Context: an optimization exercise on an open-source flow, tuned for small area, a short achievable clock period and few clock cycles per item. The choices shown serve that exercise and are no tape-out recipe.
Only simulation tests tie the RTL to the original design; equivalence was not proved.
Power is estimated from default activity; no workload was simulated.

run 1:
// mp_adder
module mp_adder (
    input  wire         iAddSub,
    input  wire         iClk,
    input  wire         iRst,
    input  wire         iStart,
    input  wire [511:0] iOpA,
    input  wire [511:0] iOpB,
    output wire [512:0] oRes,
    output wire         oDone);
Settings: LEC_CHECK=0, CAP_MARGIN=20, CORE_AREA=10 10 550 550, DIE_AREA=0 0 560 560, GPL_TIMING_DRIVEN=0, SETUP_SLACK_MARGIN=1.0, SLEW_MARGIN=20, SYNTH_HIERARCHICAL=1; clock period 5.0 ns.
standard.sh (not shown) runs the stock make flow with config.mk's settings and CLKGATE_MAP_FILE= SYNTH_SCRIPT=/design/flow/synth_recipe.tcl, a recipe that flattens the netlist after the stock synthesis.
==> flow/flow/run.sh <==
#!/bin/bash
# Standard ORFS layout (the standard.sh) with three changes to how it is done:
# - buffer_ports gives every input and output port a buf_1 cell (the resizer
#   still sizes them as timing needs) instead of the cell it picks by default;
# - the ports are placed in bit order round the die edge, each bit's
#   iOpA/iOpB/oRes side by side (flow/pinorder.tcl, before place_pins);
# - before the resize step's repair_design, high-fanout nets get buffer trees
#   built from their sinks' locations (flow/pre_resize.tcl, flow/tree.tcl).
set -euo pipefail
export BUFFER_PORTS_ARGS="-buffer_cell sky130_fd_sc_hd__buf_1"
export PRE_IO_PLACEMENT_TCL="$(pwd)/flow/pinorder.tcl"
export PRE_RESIZE_TCL="$(pwd)/flow/pre_resize.tcl"
bash standard.sh > standard_flow.log 2>&1
Other scripts of this flow, unchanged in this note and not shown: flow/flow/pinorder.tcl, flow/flow/pre_resize.tcl, flow/flow/tree.tcl
Testbench counts of run 1, summed over its fixed seeds: cycles 768, items 384.
> inputs changed (run 1 -> run 2)
- changing DIE_AREA from 0 0 560 560 to 0 0 500 500
- changing SETUP_SLACK_MARGIN from 1.0 to 0.5
- changing CORE_AREA from 10 10 550 550 to 10 10 490 490
Notes after the runs:
- Comparing run 2 against run 1, there is no change at all in number of hold-repair buffers added at the cts stage.
- Lower number of iterations in the first detailed-routing pass goes to run 1 over run 2.
- Run 2 — number of well-tap cells placed 22% lower, run 1 as reference
- Relative to run 1, number of clock buffer instances in the layout decreased by 26% in run 2.
- Worst hold path depth: run 2 vs run 1 identical
- Run 2 — leakage dissipation 1.4 nW lower, run 1 as reference
- Run 2 vs. run 1: first-iteration DRC count now sits higher; non-filler instance count after layout now sits lower.
### run 2 -> run 3
- a change of CORE_AREA from 10 10 490 490 to 10 10 460 460
- a change of DIE_AREA from 0 0 500 500 to 0 0 470 470
### Flow results
Run 2 → run 3: synthesized net count ~0 delta; number of buffers inserted by post-CTS setup repair -1. The clock-buffer cell count in run 3 was lower than what run 2 gave. As of run 3, vertical die dimension had fallen by a few percent compared to run 2. Pin count of the biggest net entering global routing: run 3 vs run 2 identical. Compared to run 2, run 3 has number of cells in the finished layout apart from fillers 356 lower.


Starting RTL as in the previous note.
==> flow/config.mk <==
export PLATFORM = sky130hd
export DESIGN_NAME = mp_adder
export DESIGN_NICKNAME = mp_adder
export VERILOG_FILES = /design/flow/design.v
export SDC_FILE = /design/flow/constraint.sdc
export NUM_CORES = 4
export LEC_CHECK = 0
export CAP_MARGIN = 20
export CORE_AREA = 10 10 550 550
export DIE_AREA = 0 0 560 560
export GPL_TIMING_DRIVEN = 0
export SLEW_MARGIN = 20
export SYNTH_HIERARCHICAL = 1
==> flow/constraint.sdc <==
create_clock -name core_clock -period 5.0 [get_ports {iClk}]
set_input_delay 1.0000 -clock core_clock [delete_from_list [all_inputs] [get_ports {iClk}]]
set_output_delay 1.0000 -clock core_clock [all_outputs]
set_load 0.01 [all_outputs]
==> flow/flow/run.sh <==
#!/bin/bash
# Standard ORFS layout (the standard.sh), with the port buffers that
# buffer_ports inserts on every input and output made buf_1 cells instead of
# the cell it picks by default; the resizer still sizes them as timing needs.
set -euo pipefail
export BUFFER_PORTS_ARGS="-buffer_cell sky130_fd_sc_hd__buf_1"
bash standard.sh > standard_flow.log 2>&1
The starting point completed, yet does not pass: negative setup slack.
Testbench counts at the start, summed over its fixed seeds: cycles 768, items 384.
==> next run, changes <==
SETUP_SLACK_MARGIN = 0.5   (was not set)
After rerunning: The changed run went through all stages and came out clean. Synthesized area stays the same. Power came out higher by about 5%. Routed wire length hardly moves. Final area rose by 6.5%.

==> static timing again, ports no longer ideal <==
The results above use ideal ports. As a check the final layouts listed here were re-extracted and re-timed, cells and wires unchanged.
Step 1 (the two cells are an assumption about what drives the block):
set clk [get_ports {iClk}]
set_driving_cell -lib_cell sky130_fd_sc_hd__clkbuf_16 $clk
set_driving_cell -lib_cell sky130_fd_sc_hd__buf_2 [delete_from_list [all_inputs] $clk]
Step 2 moves the port delays by t, midway between the first and last clock arrival at a register: inputs arrive t later, outputs are due t later. That takes back most of the time a late clock gives input paths.
Three values: ideal, step 1, step 2; two values: the first two.
| run | t, ns | setup slack, ns | worst hold slack (ns) | slew at the worst register clock pin (ns) | worst slew at a driven data input, ns |
|---|---|---|---|---|---|
| run 1 | 0.645 | 0.802 / 0.815 / 0.170 | 0.639 / 0.577 / 1.222 | 0.08 / 0.08 | 0.09 |
| run 2 | 0.595 | 0.565 / 0.609 / 0.014 | 0.683 / 0.624 / 1.219 | 0.08 / 0.08 | 0.06 |
| run 3 | 0.605 | 0.604 / 0.654 / 0.050 | 0.681 / 0.614 / 1.219 | 0.08 / 0.08 | 0.07 |
| the first run of note 2 | 0.640 | -0.022 / -0.080 / -0.637 | 0.681 / 0.640 / 1.280 | 0.10 / 0.10 | 0.54 |
| the second run of note 2 | 0.636 | 0.338 / 0.311 / -0.320 | 0.668 / 0.620 / 1.256 | 0.09 / 0.09 | 0.46 |
Met with ideal ports but missed after step 2: setup timing in the second run of note 2. The setup slack of the second run of note 2, which loses most, moves by -0.027 ns with the drivers and by -0.658 ns with both steps.
